From an optimization exercise on the open Yosys and OpenROAD flow, aimed at small area and a short achievable clock period; shortcuts taken in it are not production practice. The RTL was checked by simulation tests, not by an equivalence proof against the original design. No activity file was given, so power comes from the tool's default toggle rates.

==> flow/design.v, too long to show whole: its modules and the start of the top module <==
// module simd_vector_mac: 5027 lines
module simd_vector_mac (
    input clk,
    input rst_n,
    input valid_i,
    input start_i,
    input last_i,
    input [63:0] A,
    input [63:0] B,
    output vector_mac_valid_o,
    output [37:0] vector_mac_data_o
);
  // ...
==> flow/flow/run.sh <==
#!/bin/bash
# Standard layout, with one netlist step between synthesis and floorplan: bubble2.py chooses the
# polarity of the full-adder cells, fa(~a,~b,~c) = ~fa(a,b,c), and of gates that have a
# complemented twin, so that the netlist needs fewer inverters. Registers are not touched.
# Port buffers are buf_2 cells instead of the delay cells buffer_ports picks by itself.
set -euo pipefail
R=$PWD/orfs/results/$FLOW_PLATFORM/simd_vector_mac/base
LIB=$FLOW_HOME/platforms/$FLOW_PLATFORM/lib/sky130_fd_sc_hd__tt_025C_1v80.lib
bash standard.sh "$R/1_2_yosys.v" > synth.log 2>&1
cp "$R/1_2_yosys.v" "$PWD/1_2_yosys_standard.v"
python3 flow/bubble2.py "$LIB" "$PWD/1_2_yosys_standard.v" "$R/1_2_yosys.v" > bubble.log 2>&1
export BUFFER_PORTS_ARGS="-buffer_cell sky130_fd_sc_hd__buf_2"
bash standard.sh finish > layout.log 2>&1
==> flow/flow/bubble2.py <==
#!/usr/bin/env python3
"""Choose the polarity of every full-adder cell in a flat sky130hd Yosys netlist so that the
netlist needs as few inverters as possible, then rebuild its inverters.

A full adder with all three inputs complemented gives both outputs complemented:
fa(~a, ~b, ~c) = (~sum, ~cout). Synthesis maps many adders in the inverted form and puts an
inverter on adder inputs and outputs. Here every inverter is taken out, each signal is traced to
its source with the parity of the inverters on the way, each adder gets a polarity (0: as it is,
1: all its pins complemented) from a local search, and one inverter is put back for each signal
that some pin needs complemented. Registers, ports and all other cells keep their function and
names; the netlist's function is unchanged.

Gates that have a complemented twin with the same inputs (nand2 and and2, o21ai and o21a, ...)
may also be swapped for their twin where that saves area, so that a signal can be had in either
polarity without an inverter.

usage: bubble2.py LIB IN.v OUT.v
"""
import random, re, sys

libtxt = open(sys.argv[1]).read()
LIB = {}
for m in re.finditer(r'cell\s*\(\s*"?(sky130_fd_sc_hd__\w+)"?\s*\)\s*\{', libtxt):
    nxt = libtxt.find("cell (", m.end())
    seg = libtxt[m.end(): nxt if nxt > 0 else len(libtxt)]
    area = float(re.search(r"area\s*:\s*([0-9.]+)", seg).group(1))
    pins = re.findall(r'pin\s*\(\s*"?(\w+)"?\s*\)\s*\{\s*[^}]*?direction\s*:\s*"?(\w+)"?', seg, re.S)
    LIB[m.group(1)] = (area, {p for p, d in pins if d == "input"}, [p for p, d in pins if d == "output"])
PAIRS = """and2 nand2 and3 nand3 and4 nand4 or2 nor2 or3 nor3 or4 nor4 xor2 xnor2 xor3 xnor3
and2b nand2b and3b nand3b and4b nand4b and4bb nand4bb or2b nor2b or3b nor3b or4b nor4b or4bb nor4bb
a21o a21oi a211o a211oi a2111o a2111oi a21bo a21boi a22o a22oi a221o a221oi a2bb2o a2bb2oi
a311o a311oi a31o a31oi a32o a32oi a41o a41oi o21a o21ai o211a o211ai o2111a o2111ai o21ba o21bai
o221a o221ai o22a o22ai o2bb2a o2bb2ai o311a o311ai o31a o31ai o32a o32ai o41a o41ai mux2 mux2i""".split()
TWIN = {}
for i in range(0, len(PAIRS), 2):
    TWIN[PAIRS[i]] = PAIRS[i + 1]
    TWIN[PAIRS[i + 1]] = PAIRS[i]
P = "sky130_fd_sc_hd__"


def twin_of(typ):
    """The complemented twin cell of typ (same drive if the library has it), or None."""
    mm = re.match(P + r"(\w+?)_(\d+)$", typ)
    if not mm or mm.group(1) not in TWIN or typ not in LIB:
        return None
    base = P + TWIN[mm.group(1)]
    for size in (mm.group(2), "1", "2", "0", "4"):
        t = f"{base}_{size}"
        if t in LIB and LIB[t][1] == LIB[typ][1] and len(LIB[t][2]) == 1 and len(LIB[typ][2]) == 1:
            return t
    return None


src = open(sys.argv[2]).read()
OUT_PINS = {"Y", "X", "SUM", "COUT", "Q", "Q_N", "HI", "LO"}
FA_IN = ("A", "B", "CIN")
INV = "sky130_fd_sc_hd__inv_1"

m = re.search(r"module\s+(\w+)\s*\((.*?)\);(.*)endmodule", src, re.S)
top, portlist, body = m.group(1), m.group(2), m.group(3)
decls, assigns, cells, order, ports = [], [], {}, [], set()
for st in re.split(r";\s*\n", body):
    s = st.strip()
    if not s:
        continue
    if re.match(r"(input|output|inout|wire)\b", s):
        decls.append(s + " ;")
        mm = re.match(r"(input|output|inout)\s+(\[[^\]]*\]\s*)?(\S+)", s)
        if mm:
            ports.add(mm.group(3))
        continue
    if s.startswith("assign"):
        assigns.append(s + " ;")
        continue
    mm = re.match(r"(\S+)\s+(\S+)\s*\((.*)\)\s*$", s, re.S)
    if not mm:
        raise SystemExit("cannot parse: " + s[:200])
    typ, name, conns = mm.groups()
    pins = {pm.group(1): pm.group(2).strip() for pm in re.finditer(r"\.(\w+)\(([^()]*)\)", conns)}
    cells[name] = [typ, pins]
    order.append(name)
if assigns:
    raise SystemExit("netlist has assign statements; not handled")


def is_port(net):
    return re.sub(r"\[\d+\]$", "", net) in ports


driver = {}
for c in order:
    for p, net in cells[c][1].items():
        if p in OUT_PINS:
            driver[net] = c

# removable inverters: every inverter whose output is not a port
inv = {c for c in order if cells[c][0].startswith(("sky130_fd_sc_hd__inv_", "sky130_fd_sc_hd__clkinv_"))
       and not is_port(cells[c][1]["Y"])}
fas = [c for c in order if cells[c][0].startswith("sky130_fd_sc_hd__fa_")]
fixed = {c for c in fas if any(is_port(cells[c][1][p]) for p in ("SUM", "COUT"))}
flip_ok = [c for c in fas if c not in fixed]


def root(net):
    par = 0
    while net in driver and driver[net] in inv:
        net = cells[driver[net]][1]["A"]
        par ^= 1
    return net, par


# loads: every input pin of a kept cell, as (root, parity)
loads = {}          # root -> list of (cell, pin, parity)
pinroot = {}        # (cell, pin) -> (root, parity)
for c in order:
    if c in inv:
        continue
    for p, net in cells[c][1].items():
        if p in OUT_PINS or net.startswith("1'"):
            continue
        r, q = root(net)
        loads.setdefault(r, []).append((c, p, q))
        pinroot[(c, p)] = (r, q)
# inverter outputs that reach nothing are dropped with the inverter

isfa = set(fas)
twin = {}
for c in order:
    if c in inv or c in isfa:
        continue
    t = twin_of(cells[c][0])
    if t and not any(is_port(n) for p, n in cells[c][1].items() if p in OUT_PINS):
        twin[c] = t
var = flip_ok + list(twin)
pol = {c: 0 for c in var}
INV_AREA = LIB[INV][0]
swap_cost = {c: LIB[t][0] - LIB[cells[c][0]][0] for c, t in twin.items()}


def avail(r):
    return pol.get(driver.get(r), 0)


def need(c, p, q):
    return q ^ (pol[c] if (c in isfa and p in FA_IN and c in pol) else 0)


def cost(r):
    a = avail(r)
    return INV_AREA if any(need(c, p, q) != a for (c, p, q) in loads.get(r, ())) else 0.0


def outs(c):
    return [n for p, n in cells[c][1].items() if p in OUT_PINS]


def touched(f):
    rs = set(outs(f))
    if f in isfa:
        for p in FA_IN:
            if (f, p) in pinroot:
                rs.add(pinroot[(f, p)][0])
    return rs


def own(f):
    return swap_cost.get(f, 0.0) * pol[f]


def total():
    return sum(cost(r) for r in loads) + sum(own(c) for c in twin)


start = total()
# Seed the search: adders joined sum/carry to input want p_g = p_f ^ parity; set them by a
# breadth-first walk over those joins, then try each connected group in both polarities.
adj = {f: [] for f in flip_ok}
for r, ls in loads.items():
    f = driver.get(r)
    if f not in adj:
        continue
    for (g, p, q) in ls:
        if g in adj and p in FA_IN and g != f:
            adj[f].append((g, q))
            adj[g].append((f, q))
seen = set()
groups = []
for s0 in flip_ok:
    if s0 in seen:
        continue
    seen.add(s0)
    comp_l = [s0]
    pol[s0] = 0
    queue = [s0]
    while queue:
        f = queue.pop()
        for g, q in adj[f]:
            if g not in seen:
                seen.add(g)
                pol[g] = pol[f] ^ q
                comp_l.append(g)
                queue.append(g)
    groups.append(comp_l)
seeded = total()
for comp_l in groups:
    before = total()
    for f in comp_l:
        pol[f] ^= 1
    if total() >= before:
        for f in comp_l:
            pol[f] ^= 1
if total() > start:
    for f in flip_ok:
        pol[f] = 0
start_seeded = total()
best, best_pol = start_seeded, dict(pol)
cur = start_seeded
rng = random.Random(1)
for it in range(80):
    rng.shuffle(var)
    improved = False
    for f in var:
        rs = touched(f)
        before = sum(cost(r) for r in rs) + own(f)
        pol[f] ^= 1
        after = sum(cost(r) for r in rs) + own(f)
        d = after - before
        if d < -1e-9 or (abs(d) < 1e-9 and rng.random() < 0.3):
            cur += d
            if d < -1e-9:
                improved = True
        else:
            pol[f] ^= 1
    if cur < best - 1e-9:
        best, best_pol = cur, dict(pol)
    if not improved and it > 30:
        break
pol = best_pol
for c, t in twin.items():
    if pol[c]:
        pins = cells[c][1]
        (op,) = [p for p in pins if p in OUT_PINS]
        net = pins.pop(op)
        pins[LIB[t][2][0]] = net
        cells[c][0] = t

# rebuild
newdecl, k = [], [0]
comp = {}


def complement(r):
    if r not in comp:
        k[0] += 1
        nn = f"_bubn{k[0]}_"
        newdecl.append(f"wire {nn};")
        ci = f"_bubinv{k[0]}_"
        cells[ci] = [INV, {"A": r, "Y": nn}]
        order.append(ci)
        comp[r] = nn
    return comp[r]


for c in list(order):
    if c in inv or c not in cells:
        continue
    typ, pins = cells[c]
    for p in list(pins):
        if (c, p) not in pinroot:
            continue
        r, q = pinroot[(c, p)]
        pins[p] = r if need(c, p, q) == avail(r) else complement(r)
for c in inv:
    del cells[c]

n_inv0 = len(inv)
sys.stderr.write(f"bubble2: {len(fas)} adders, {sum(pol[c] for c in flip_ok)} flipped, "
                 f"{sum(pol[c] for c in twin)} of {len(twin)} gates swapped for their twin, "
                 f"inverters {n_inv0} -> {len(comp)} (area cost {start:.1f}, seeded {start_seeded:.1f}, "
                 f"{len(groups)} groups, final {best:.1f})\n")

out = [f"module {top}({portlist});"]
out += ["  " + d for d in decls]
out += ["  " + d for d in newdecl]
for name in order:
    if name not in cells:
        continue
    typ, pins = cells[name]
    conn = ",\n".join(f"    .{p}({n}{' ' if n.startswith(chr(92)) else ''})" for p, n in pins.items())
    out.append(f"  {typ} {name} (\n{conn}\n  );")
out.append("endmodule")
open(sys.argv[3], "w").write("\n".join(out) + "\n")
==> flow/standard.sh <==
#!/bin/bash
# synth_recipe.tcl (not shown) runs the flow's synth.tcl, then flattens the netlist and writes it again
# the make line also repeats each setting of config.mk as NAME=value (left out here)
make -C /OpenROAD-flow-scripts/flow DESIGN_CONFIG=/design/flow/config.mk WORK_HOME=/design/flow/orfs CLKGATE_MAP_FILE= SYNTH_SCRIPT=/design/flow/synth_recipe.tcl "${@:-finish}"
==> flow/config.mk <==
export PLATFORM = sky130hd
export DESIGN_NAME = simd_vector_mac
export DESIGN_NICKNAME = simd_vector_mac
export VERILOG_FILES = /design/flow/design.v
export SDC_FILE = /design/flow/constraint.sdc
export NUM_CORES = 4
export LEC_CHECK = 0
export ABC_AREA = 1
export CAP_MARGIN = 20
export CORE_MARGIN = 2
export CORE_UTILIZATION = 40
export PLACE_DENSITY = 0.8
export SETUP_SLACK_MARGIN = 2.2
export SLEW_MARGIN = 20
==> flow/constraint.sdc <==
create_clock -name core_clock -period 4.5 [get_ports {clk}]
set_input_delay 0.9000 -clock core_clock [delete_from_list [all_inputs] [get_ports {clk}]]
set_output_delay 0.9000 -clock core_clock [all_outputs]
set_load 0.01 [all_outputs]
==> metrics.yaml, run 1 <==
cts_hold_buf: 0
use_met2_pct: 38.40
layout.nonclk_buf_share_pct: 2.987
slew-limit-headroom_pct: 30.53
ff2ff_path_depth: 7
dr_wl_met3_um: 17250
setup-tns-final_ns: 0
tritoncts: "done"
maxCapViolations: 0
final_common_cell: "dfxtp_1"
routed-via-count: 28823
multi_input_area_um2: 24340
num_rows: 117
insertion_delay_ns: 0.64
dominant_cells: "multi-input combinational cells"
viasPerCell: 5.462
crit_path_end: "t1_187"
h-tree-depth: 3
synth_area_um2: 40850
min_period_over_period_pct: 53.10
inv_count: 347
dieArea_um2: 104700
wl_met2_um: 57310
design_area_um2: 46210
core_um2: 101600
final_max_slew_viol_count: 0
fin_util_pct: 45.48
crit_type: "primary input to flop"
outcome: "timing/DRC/antenna clean"
ys_warn_count: 1
drcViolationCount: 0
dpl.hpwl_um: 98260
holdWs_ns: 0.1415
post_cts_buffers: 10
grt-busiest-layer: "met2"
crit_start: "A[30]"
place_ws_ns: 1.119
pg_seq_mw: 11.3
worst_pin_slew_ns: 1.039
end_kind: "flop"
p_switching_mw: 15.35
initial_core_util_pct: 40.21
top_layer_used: "met5"
grt_pass1_wl_um: 192500
fin_crit_ns: 2.389
==> run 2: changes to the inputs <==
--- a/flow/config.mk
+++ b/flow/config.mk
@@ -11,4 +11,4 @@
 export CORE_UTILIZATION = 40
 export PLACE_DENSITY = 0.8
-export SETUP_SLACK_MARGIN = 2.2
+export SETUP_SLACK_MARGIN = 2.0
 export SLEW_MARGIN = 20
==> metrics.yaml, run 2 <==
setup-violations-final: 0
p_per_area_nw_per_um2: 789.4
n_fill_cell: 9304
insertion_delay_ns: 0.65  # about the same
grt_max_degree: 42
slew-limit-headroom_pct: 23.75  # -6.8 points
drive_gt1_share_pct: 11.34
maxCapViolations: 0  # unchanged
antenna_left: 0
outcome: "timing/DRC/antenna clean"
antenna_found_initial: 13
worst_pin_slew_ns: 1.132  # +0.09324 ns
dpl.hpwl_um: 96280  # -2.0%
synth_cells: 3756
critPathRequiredTime_ns: 5.01
reg2reg_from: "clr[3]"
path_max_fanout: 15
syn_avg_cell_area_um2: 10.88
path_buf_inv: 2
total_power_mw: 35.81
slowest_delay_ns: 0.80
fp.dieW_um: 323.6
rsz0062_at_grt: "yes"
crit_start: "B[39]"
hold_class: "primary input to asynchronous set/reset pin"
num_rows: 117  # unchanged
clk_pin_slew_ns: 0.06
initial_core_util_pct: 40.21  # unchanged
cts_sinks: 731
grtUsageMet3_pct: 7.754
arrival_ns: 3.02
final_common_cell: "dfxtp_1"
grt.total_usage_pct: 24.89
slowest_stage: "fa_1"
first_global_vias: 29751
hold_violations: 0
die_h_um: 323.6
crit_type: "primary input to flop"
cts_made_buffers: 79
num_io_pins: 172
fin_util_pct: 44.64  # -0.84 points
dieArea_um2: 104700  # unchanged
worst_clock_skew_ns: 0.02972
cts_root_buf: "clkbuf_16"
grt_pass1_wl_um: 191400  # -0.56%
core_um2: 101600  # unchanged
path_cells: "buf_2, buf_4, nand2_1, nand2_2, o22ai_1, xor2_1, fa_1"
tritoncts: "done"
routed-via-count: 28616  # -0.72%
place_congestion: 0.9581
fin_crit_ns: 2.507  # +0.1175 ns
end_kind: "flop"
drt_iter0_markers: 3277
viasPerCell: 5.450  # -0.23%
place_ws_ns: 1.145  # +0.02580 ns
setup-tns-final_ns: 0  # unchanged
grt-busiest-layer: "met2"
wire_per_inst_um: 24.67
cp_top_family: "adder cells"
synthToLayoutAreaGrowth_pct: 11.02
mostFrequentLayoutCells: "dfxtp_1, fa_1, xor2_1, o22ai_1, inv_1"
port_buffers: 171
leakagePower_nw: 19.83
cp-start-kind: "primary input"
use_met2_pct: 39.31  # +0.91 points
ys_warn_count: 1  # unchanged
use_met1_pct: 30.24
min_period_over_period_pct: 55.71  # +2.6 points
h-tree-depth: 3  # unchanged
dr.pass1.iters: 8
nets: 4582
setup_slack_ns: 1.993
synthesis.nets: 4520
reg.largest.list: "acc_s (38), res_d (38), acc_c (37)"
ir_worst_vdd_mv: 0.4053
final_max_slew_viol_count: 0  # unchanged
fmax_mhz: 398.9
regArea_um2: 14700
overflow: 0
drcViolationCount: 0  # unchanged
holdWs_ns: 0.1333  # -0.008168 ns
synth_area_um2: 40850  # unchanged
cts_buffer_depth: 3
multi_input_area_um2: 23820  # -2.1%
drt_wl_total_um: 129600
[run 2: changes by cell type in the layout (fill, tap and decap cells not counted), moves of 10 or more]
cell / change
buf_4: -18
nor2_2: -10
o22ai_2: -50
nor2_1: +11
buf_12: -10
o22ai_1: +50
[run 2: timing repair]
item | 4_1_cts | 5_1_grt
gates cloned | 1 | 0
setup buffers | 1 | 0
hold buffers | 0 | 0
pin swaps | 1 | 1
resized for setup | 16 | 21
hold endpoints to repair | 0 | 0
setup endpoints to repair | 81 | 137
[run 2: area by class of cell]
cell class	instances	share of cell area (%)
clock buffer	101	4.946
clock inverter	43	1.206
inverter	345	2.872
timing repair buffer	188	2.237
multi-input combinational	2472	52.52
tap	1368	3.774
antenna	2	0.01103
timing repair inverter	1	0.01379
sequential	731	32.42
[run 2: routing by layer]
layer	share of wire (%)	up-vias
met5	0.019	-
met4	6.9	4
met3	12	462
met2	45	1861
met1	36	14042
li1	-	12247
[run 2: path summary, 6_finish.rpt]
| path | end | cells after the start | slack (ns) |
|---|---|---|---|
| setup / recovery | t1_53 | 7 | 1.99 |
| min in group core_clock | t4_1 | 0 | 0.34 |
| hold / removal | out_v | 1 | 0.13 |
| hold reg to reg | t4_1 | 0 | 0.34 |
| max in group asynchronous | clr[3] | 1 | 4.09 |
| setup reg to reg | acc_s[20] | 6 | 2.08 |
[run 2: through the flow]
stage	cells	area (um2)
2_1_floorplan	3756	40860
3_3_place_gp	5103	42390
3_5_place_dp	5103	42390
4_1_cts	5249	45250
5_1_grt	5250	45350
6_report	5251	45360
[run 2: where the power goes]
part	switching, mW	internal, mW
registers	1.82	9.30
clock network	2.85	4.18
logic	10.3	7.37
total	15.0	20.9
==> run 3: changes to the inputs <==
--- a/flow/config.mk
+++ b/flow/config.mk
@@ -11,4 +11,4 @@
 export CORE_UTILIZATION = 40
 export PLACE_DENSITY = 0.8
-export SETUP_SLACK_MARGIN = 2.0
+export SETUP_SLACK_MARGIN = 2.4
 export SLEW_MARGIN = 20
==> metrics.yaml, run 3 <==
hold_class: "primary input to asynchronous set/reset pin"
synth_cells: 3756  # unchanged
first_global_vias: 29702  # -0.16%
mostFrequentLayoutCells: "dfxtp_1, xor2_1, fa_1, o22ai_2, inv_1"
outcome: "timing/DRC/antenna clean"
wire_per_inst_um: 25.65  # +4.0%
fp.dieW_um: 323.6  # unchanged
core_um2: 101600  # unchanged
leakagePower_nw: 21.20  # +6.9%
drt_wl_total_um: 137700  # +6.3%
place_ws_ns: 1.115  # -0.02981 ns
antenna_left: 0  # unchanged
p_per_area_nw_per_um2: 743.1  # -5.9%
drive_gt1_share_pct: 31.91  # +21 points
setup_slack_ns: 2.214  # +0.2206 ns
ys_warn_count: 1  # unchanged
top_layer_used: "met5"
synthesis.nets: 4520  # unchanged
insertion_delay_ns: 0.65  # about the same
grt.total_usage_pct: 26.06  # +1.2 points
clk_pin_slew_ns: 0.06  # about the same
path_max_fanout: 14  # -1
cts_root_buf: "clkbuf_16"
critPathRequiredTime_ns: 5.09  # +0.08 ns
place_congestion: 0.9969  # +4.0%
setup-violations-final: 0  # unchanged
num_io_pins: 172  # unchanged
dieArea_um2: 104700  # unchanged
routedLengthMet1_um: 51360  # +9.3%
setup-tns-final_ns: 0  # unchanged
syn_avg_cell_area_um2: 10.88  # unchanged
dr_wl_met3_um: 15130  # +0.48%
min_period_over_period_pct: 50.81  # -4.9 points
cts_buffer_depth: 3  # unchanged
tritoncts: "done"
synthToLayoutAreaGrowth_pct: 23.99
maxCapViolations: 0  # unchanged
arrival_ns: 2.88  # -0.14 ns
initial_core_util_pct: 40.21  # unchanged
slowest_delay_ns: 0.58  # -0.22 ns
num_rows: 117  # unchanged
grt_max_degree: 29  # -31%
routed-via-count: 29237  # +2.2%
final_common_cell: "dfxtp_1"
final_max_slew_viol_count: 0  # unchanged
cp-start-kind: "flop"
synth_area_um2: 40850  # unchanged
grt_pass1_wl_um: 199200  # +4.1%
cp_top_family: "adder cells"
ir_worst_vdd_mv: 0.6185  # +53%
fmax_mhz: 437.4  # +9.6%
worst_pin_slew_ns: 0.9424  # -0.1894 ns
path_buf_inv: 3  # +1
drt_iter0_markers: 3102  # -5.3%
viasPerCell: 5.446  # about the same
end_kind: "flop"
drcViolationCount: 0  # unchanged
dpl.hpwl_um: 102100  # +6.0%
reg.largest.list: "acc_s (38), res_d (38), acc_c (37)"
fin_crit_ns: 2.286  # -0.2206 ns
worst_clock_skew_ns: 0.02079  # -0.008928 ns
die_h_um: 323.6  # unchanged
cts_made_buffers: 80  # +1.3%
rsz0062_at_grt: "yes"
antenna_found_initial: 8  # -5
crit_type: "flop to flop"
path_cells: "nor2_4, buf_4, buf_6, buf_12, and2_4, fa_1, fa_2"
h-tree-depth: 3  # unchanged
nets: 4694  # +2.4%
slew-limit-headroom_pct: 36.51  # +13 points
dr.pass1.iters: 5  # -3
cts_sinks: 731  # unchanged
port_buffers: 171  # unchanged
hold_violations: 0  # unchanged
slowest_stage: "fa_2"
overflow: 0  # unchanged
wl_met2_um: 61730  # +5.5%
## run 3: cell types whose count changed in the layout (fill, tap and decap cells not counted), moves of 49 or more
cell / change
o22ai_1: -282
fa_2: +163
nand2_4: +51
dfxtp_1: -51
buf_4: +70
dfxtp_2: +49
nand2_1: -59
o22ai_2: +278
inv_1: -72
fa_1: -163
## run 3: final cells by class
| class | count | area [um2] |
|---|---|---|
| fill | 8623 | 50940 |
| multi-input combinational | 2473 | 27370 |
| sequential | 731 | 14770 |
| timing repair buffer | 294 | 2406 |
| clock buffer | 106 | 2282 |
| tap | 1368 | 1712 |
| inverter | 345 | 1544 |
| clock inverter | 39 | 498.0 |
| timing repair inverter | 5 | 52.55 |
| antenna | 8 | 20.02 |
## run 3: path summary, 6_finish.rpt
check                           slack (ns)  cells past startpoint  endpoint    from
worst max-delay path                  2.21                      7  acc_s[8]  clr[3]
worst min-delay path                  0.13                      1    s_p[2]   rst_n
worst max register to register        2.21                      7  acc_s[8]  clr[3]
worst min register to register        0.32                      0      t4_1    t1_3
max in group asynchronous             4.10                      1    clr[3]   rst_n
min in group core_clock               0.32                      0      t4_1    t1_3
## run 3: repair_timing
action / in CTS / in global routing
gates cloned: 5 / 5
gates resized for setup: 202 / 157
buffers inserted: 44 / 56
pin swaps: 85 / 66
hold buffers: 0 / 0
setup endpoints to repair: 435 / 242
## run 3: where the power goes
part | internal, mW | leakage (nW) | switching [mW] | total, mW
logic | 8.24 | 13.6 | 10.9 | 19.2
registers | 9.35 | 6.20 | 2.09 | 11.4
clock network | 4.12 | 1.37 | 2.89 | 7.01
## run 3: routing by layer
metal | vias up | track usage (%)
met5 | - | 0
met4 | 4 | 14.59
met3 | 384 | 6.300
met2 | 1743 | 40.37
met1 | 14643 | 33.51
li1 | 12463 | -
## run 3: worst register-to-register path, cell delays in order, from the launching register on
cell,delay [ns]
dfstp_2,0.54
nor2_4,0.06
buf_4,0.14
buf_6,0.13
buf_12,0.15
and2_4,0.15
fa_1,0.49
fa_2,0.58
## run 3: per-stage QoR
step	util, %	instance area, um2	power (mW)	instances	hold WS [ns]
after global placement	44.66	45380	28.05	5105	0.3120
after CTS	48.66	49430	36.65	5300	0.09568
after detailed placement	44.68	45390	28.94	5106	0.3157
after global routing	49.84	50640	39.69	5362	0.1323
after floorplan	-	44810	21.40	3756	0.3096
final	49.86	50650	37.64	5369	0.1259
==> run 4: changes to the inputs <==
--- a/flow/config.mk
+++ b/flow/config.mk
@@ -11,4 +11,4 @@
 export CORE_UTILIZATION = 40
 export PLACE_DENSITY = 0.8
-export SETUP_SLACK_MARGIN = 2.4
+export SETUP_SLACK_MARGIN = 2.6
 export SLEW_MARGIN = 20
==> metrics.yaml, run 4 <==
ff2ff_path_depth: 5  # -2
maxCapViolations: 0  # unchanged
synth_cells: 3756  # unchanged
synth_area_um2: 40850  # unchanged
h-tree-depth: 3  # unchanged
syn_avg_cell_area_um2: 10.88  # unchanged
cts_buffer_depth: 3  # unchanged
cts_root_buf: "clkbuf_16"
regArea_um2: 15020  # +1.7%
reg2reg_from: "t4_79"
combPwrFrac_pct: 54.4  # +3.4 points
cp-start-kind: "flop"
cts_sinks: 731  # unchanged
ys_warn_count: 1  # unchanged
reg2reg_slack_ns: 2.06  # -0.15 ns
multi_input_area_um2: 30460  # +11%
wire_per_inst_um: 28.62  # +12%
synthesis.nets: 4520  # unchanged
fin_crit_ns: 2.436  # +0.1494 ns
end_kind: "flop"
nets: 4871  # +3.8%
final_common_cell: "dfxtp_1"
dpl.hpwl_um: 99670  # -2.4%
grt.total_usage_pct: 28.09  # +2.0 points
overflow: 0  # unchanged
routed-via-count: 31634  # +8.2%
fmax_mhz: 410.6  # -6.1%
place_congestion: 0.9434  # -5.4%
dieArea_um2: 104700  # unchanged
intPower_mw: 23.31  # +7.4%
cts_made_buffers: 80  # unchanged
initial_core_util_pct: 40.21  # unchanged
outcome: "timing/DRC/antenna clean"
drcViolationCount: 0  # unchanged
pwr-share-clk_pct: 17.1  # -1.5 points
antenna_left: 0  # unchanged
p_switching_mw: 17.60  # +10%
grt_pass1_wl_um: 213900  # +7.4%
n_fill_cell: 7574  # -12%
port_buffers: 171  # unchanged
critPathRequiredTime_ns: 5.09  # about the same
ir_worst_vdd_mv: 0.5935  # -4.0%
antenna_found_initial: 17  # +9
hold_violations: 0  # unchanged
setup-violations-final: 0  # unchanged
min_period_over_period_pct: 54.12  # +3.3 points
dr.pass1.iters: 6  # +1
arrival_ns: 3.03  # +0.15 ns
rsz0062_at_grt: "yes"
leakagePower_nw: 22.72  # +7.2%
synthToLayoutAreaGrowth_pct: 39.16
drt_iter0_markers: 3405  # +9.8%
timing.rr.end: "t7_34"
mostFrequentLayoutCells: "dfxtp_1, xor2_1, fa_2, o22ai_2, nand2_1"
p_per_area_nw_per_um2: 719.7  # -3.2%
switching_share_pct: 43.02  # +0.68 points
num_rows: 117  # unchanged
setup-tns-final_ns: 0  # unchanged
core_um2: 101600  # unchanged
tritoncts: "done"
reg.largest.list: "acc_s (38), res_d (38), acc_c (37)"
total_power_mw: 40.91  # +8.7%
worst_pin_slew_ns: 0.7035  # -0.2388 ns
path_max_fanout: 1  # -13
drive_gt1_share_pct: 50.52  # +19 points
worst_clock_skew_ns: 0.02892  # +0.008132 ns
fp.dieW_um: 323.6  # unchanged
slew-limit-headroom_pct: 52.60  # +16 points
drt_wl_total_um: 158700  # +15%
final_max_slew_viol_count: 0  # unchanged
p_seq_share_pct: 28.5  # -1.9 points
insertion_delay_ns: 0.66  # about the same
num_io_pins: 172  # unchanged
fin_util_pct: 55.96  # +6.1 points
clk_pin_slew_ns: 0.06  # about the same
viasPerCell: 5.706  # +4.8%
crit_type: "flop to flop"
grt_max_degree: 28  # -3.4%
die_h_um: 323.6  # unchanged
first_global_vias: 32500  # +9.4%
cts_hold_buf: 0  # unchanged
hold_class: "primary input to asynchronous set/reset pin"
run 4: metrics by stage:
step                cells  instance area (um2)  hold WS [ns]  setup WS [ns]
detailed placement   5111                45930        0.3347          1.025
finish               5544                56850        0.1139          2.064
global route         5540                56840        0.1212          2.069
CTS                  5467                53740        0.1122          2.117
floorplan            3756                45450        0.3096          2.118
global placement     5110                45900        0.3345          1.053
run 4: layer usage:
metal	up-vias	global-route usage, %	part of all wire [%]
met5	-	0	0.0076
met4	2	19.66	9.8
met3	820	7.629	12
met2	2430	45.32	46
met1	15609	32.49	33
li1	12773	-	-
run 4: what timing repair did:
item                       in CTS  in global routing
setup endpoints to repair     613                403
gates resized for setup       728                480
pin swaps                     270                244
setup buffers                 195                 61
gates cloned                   17                  9
run 4: worst max-delay path by stage:
stage / from / to / slack [ns] / cells after the start
floorplan: B[49] / t1_32 / 2.12 / 8
global placement: B[45] / t1_387 / 1.05 / 6
detailed placement: B[45] / t1_387 / 1.03 / 6
CTS: clr[3] / acc_s[18] / 2.12 / 7
global route: t4_79 / t7_34 / 2.07 / 5
finish: t4_79 / t7_34 / 2.06 / 5
run 4: worst max-delay path: stages (launching register included):
cell and delay, ns:
dfxtp_1 0.38, fa_1 0.77, fa_1 0.51, fa_2 0.58, inv_1 0.05, nor2_1 0.08
run 4: cell type report:
class                   count  area share, %
diodes                      7        0.03081
multi-input cells        2482          53.58
repair buffers            466          9.197
inverters                 345          2.973
clock buffers              97          3.814
clock inverters            47         0.9617
well taps                1368          3.011
flip-flops and latches    731          26.42
repair inverters            1        0.01320
run 4: power by group through the flow:
stage	Clock [mW]	Sequential (mW)	Combinational (mW)
CTS	6.93	11.3	19.9
floorplan	0	10.5	11.0
global route	7.23	11.7	23.7
global placement	0	11.1	16.6
detailed placement	0	11.2	17.7
finish	6.98	11.7	22.3
==> run 5: changes to the inputs <==
--- a/flow/config.mk
+++ b/flow/config.mk
@@ -11,4 +11,4 @@
 export CORE_UTILIZATION = 40
 export PLACE_DENSITY = 0.8
-export SETUP_SLACK_MARGIN = 2.6
+export SETUP_SLACK_MARGIN = 2.3
 export SLEW_MARGIN = 20
==> metrics.yaml, run 5 <==
slew-limit-headroom_pct: 35.80  # -17 points
tritoncts: "done"
synth_area_um2: 40850  # unchanged
holdWs_ns: 0.1195  # +0.005567 ns
slowest_delay_ns: 0.54  # -0.23 ns
ir_worst_vdd_mv: 0.4287  # -28%
routed-via-count: 28307  # -11%
ff2ff_path_depth: 6  # +1
maxCapViolations: 0  # unchanged
dpl.hpwl_um: 97420  # -2.3%
overflow: 0  # unchanged
initial_core_util_pct: 40.21  # unchanged
min_period_over_period_pct: 51.23  # -2.9 points
num_io_pins: 172  # unchanged
routedLengthMet1_um: 47950  # -7.8%
p_per_area_nw_per_um2: 745.9  # +3.6%
drt_iter0_markers: 2892  # -15%
ys_warn_count: 1  # unchanged
crit_type: "flop to flop"
drt_wl_total_um: 128700  # -19%
antenna_found_initial: 5  # -12
reg.largest.list: "acc_s (38), res_d (38), acc_c (37)"
fmax_mhz: 433.8  # +5.7%
hold_class: "primary input to asynchronous set/reset pin"
worst_pin_slew_ns: 0.9619  # +0.2584 ns
grt.total_usage_pct: 24.57  # -3.5 points
antennaDiodeCount: 0  # -7
fp.dieW_um: 323.6  # unchanged
port_buffers: 171  # unchanged
cts_buffer_depth: 3  # unchanged
path_max_fanout: 8  # +7
synth_cells: 3756  # unchanged
cp_top_family: "adder cells"
dr.pass1.iters: 5  # -1
fin_crit_ns: 2.305  # -0.1304 ns
multi_input_area_um2: 25920  # -15%
end_kind: "flop"
drive_gt1_share_pct: 20.90  # -30 points
setup-violations-final: 0  # unchanged
arrival_ns: 2.82  # -0.21 ns
synthToLayoutAreaGrowth_pct: 17.56
place_congestion: 0.9702  # +2.8%
first_global_vias: 29386  # -9.6%
dieArea_um2: 104700  # unchanged
cts_hold_buf: 0  # unchanged
die_h_um: 323.6  # unchanged
core_um2: 101600  # unchanged
final_max_slew_viol_count: 0  # unchanged
grt_max_degree: 34  # +21%
total_power_mw: 35.82  # -12%
final_common_cell: "dfxtp_1"
antenna_left: 0  # unchanged
clk_pin_slew_ns: 0.06  # about the same
syn_avg_cell_area_um2: 10.88  # unchanged
n_fill_cell: 8852  # +17%
timing.rr.end: "acc_s[18]"
outcome: "timing/DRC/antenna clean"
critPathRequiredTime_ns: 5.01  # -0.08 ns
cts_made_buffers: 78  # -2.5%
leakagePower_nw: 20.75  # -8.7%
top_layer_used: "met5"
viasPerCell: 5.349  # -6.3%
wire_per_inst_um: 24.32  # -15%
cts_sinks: 731  # unchanged
insertion_delay_ns: 0.66  # about the same
slowest_stage: "fa_2"
mostFrequentLayoutCells: "dfxtp_1, fa_1, xor2_1, inv_1, nand2_1"
drcViolationCount: 0  # unchanged
h-tree-depth: 3  # unchanged
cp-start-kind: "flop"
path_cells: "nor2_4, inv_8, nor2_4, fa_1, fa_2, fa_2"
wl_met2_um: 57750  # -20%
worst_clock_skew_ns: 0.02781  # -0.001114 ns
num_rows: 117  # unchanged
hold_violations: 0  # unchanged
regArea_um2: 14710  # -2.1%
grt_pass1_wl_um: 189600  # -11%
synthesis.nets: 4520  # unchanged
nets: 4625  # -5.1%
rsz0062_at_grt: "yes"
setup-tns-final_ns: 0  # unchanged
reg2reg_slack_ns: 2.19  # +0.13 ns
dr_wl_met3_um: 13210  # -29%
reg2reg_from: "s_p[3]"
cts_root_buf: "clkbuf_16"
path_buf_inv: 1  # unchanged
## run 5: changes by cell type in the layout (fill, tap and decap cells not counted), moves of 52 or more
cell / previous run / this run
fa_2: 354 / 13
o22ai_1: 97 / 250
nand2_8: 65 / 13
o22ai_2: 346 / 223
clkinvlp_4: 82 / 14
dfxtp_1: 527 / 714
xor2_2: 125 / 13
xor2_1: 397 / 512
buf_4: 174 / 57
inv_1: 220 / 319
fa_1: 203 / 544
dfxtp_2: 160 / 4
buf_12: 92 / 15
## run 5: area by class of cell
type	instances	share of cell area, %
inverter	345	2.873
tap	1368	3.564
timing repair buffer	232	3.363
clock inverter	43	1.149
multi-input combinational	2473	53.96
clock buffer	100	4.468
sequential	731	30.62
## run 5: timing repair
action,in CTS,in global routing
setup buffers,18,24
resized for setup,47,61
cloned,1,1
setup endpoints to repair,374,169
pin swaps,12,30
## run 5: how the worst max path moves through the flow
stage | from | end | slack [ns] | cells after the start
after floorplan | B[49] | t1_32 | 2.12 | 8
after global placement | B[53] | t1_98 | 1.34 | 6
after detailed placement | B[33] | t1_235 | 1.27 | 8
after CTS | s_p[3] | acc_s[18] | 2.14 | 6
after global routing | s_p[3] | acc_s[18] | 2.14 | 6
final | s_p[3] | acc_s[18] | 2.19 | 6
## run 5: per-layer routing
layer / GRT usage [%] / vias up
li1: - / 12329
met1: 30.97 / 13964
met2: 38.27 / 1635
met3: 5.756 / 375
met4: 15.23 / 4
met5: 0 / -
## run 5: worst register-to-register path, delay by kind of cell (launching register included)
kind          cells  cell delay (ns)
flops             1             0.39
simple gates      2             0.31
fa+ha+maj         3             1.41
buf+inv           1             0.08
## run 5: power by group
group	internal, mW	switching, mW	leakage [nW]	total [mW]
Clock	3.94	2.88	1.30	6.82
Combinational	7.57	10.2	13.2	17.8
Sequential	9.30	1.93	6.20	11.2
## run 5: stage by stage
| stage | cells | setup slack [ns] | utilization [%] | area [um2] |
|---|---|---|---|---|
| 4_1_cts | 5267 | 2.137 | 46.75 | 47500 |
| 6_report | 5292 | 2.195 | 47.28 | 48030 |
| 3_3_place_gp | 5105 | 1.336 | 43.75 | 44440 |
| 3_5_place_dp | 5105 | 1.275 | 43.75 | 44440 |
| 2_1_floorplan | 3756 | 2.118 | - | 43480 |
| 5_1_grt | 5292 | 2.136 | 47.28 | 48030 |

## port drivers added, routing unchanged
How much do the figures lean on ideal ports? The routed layouts below were timed once more, with nothing changed but the port constraints.
Step 1 assumes that a clkbuf_16 drives the clock port and a buf_2 every other input.
Step 2 adds t to the input delays and takes it off the output delays; t is the mean of the earliest and latest rising clock arrival at the registers after step 1. Input paths then give back, and output paths get back, about the clock's delay inside the block.
Three values: ideal, step 1, step 2; two values: the first two.
run | t (ns) | setup slack, ns | worst setup path after step 2 | clock arrival spread, ns | worst data-port slew with drivers (ns)
run 1 | 0.700 | 2.111 / 2.161 / 1.462 | input to register | 0.023 / 0.023 | 0.11
run 2 | 0.704 | 1.993 / 2.036 / 1.332 | input to register | 0.034 / 0.033 | 0.16
run 3 | 0.710 | 2.214 / 2.214 / 1.593 | input to register | 0.022 / 0.023 | 0.13
run 4 | 0.726 | 2.064 / 2.064 / 1.582 | input to register | 0.029 / 0.029 | 0.29
run 5 | 0.710 | 2.195 / 2.195 / 1.572 | input to register | 0.031 / 0.032 | 0.09
After both steps every run listed still meets setup and hold. For run 2, which loses most, drivers alone change the setup slack by +0.043 ns; drivers and shift together by -0.661 ns.
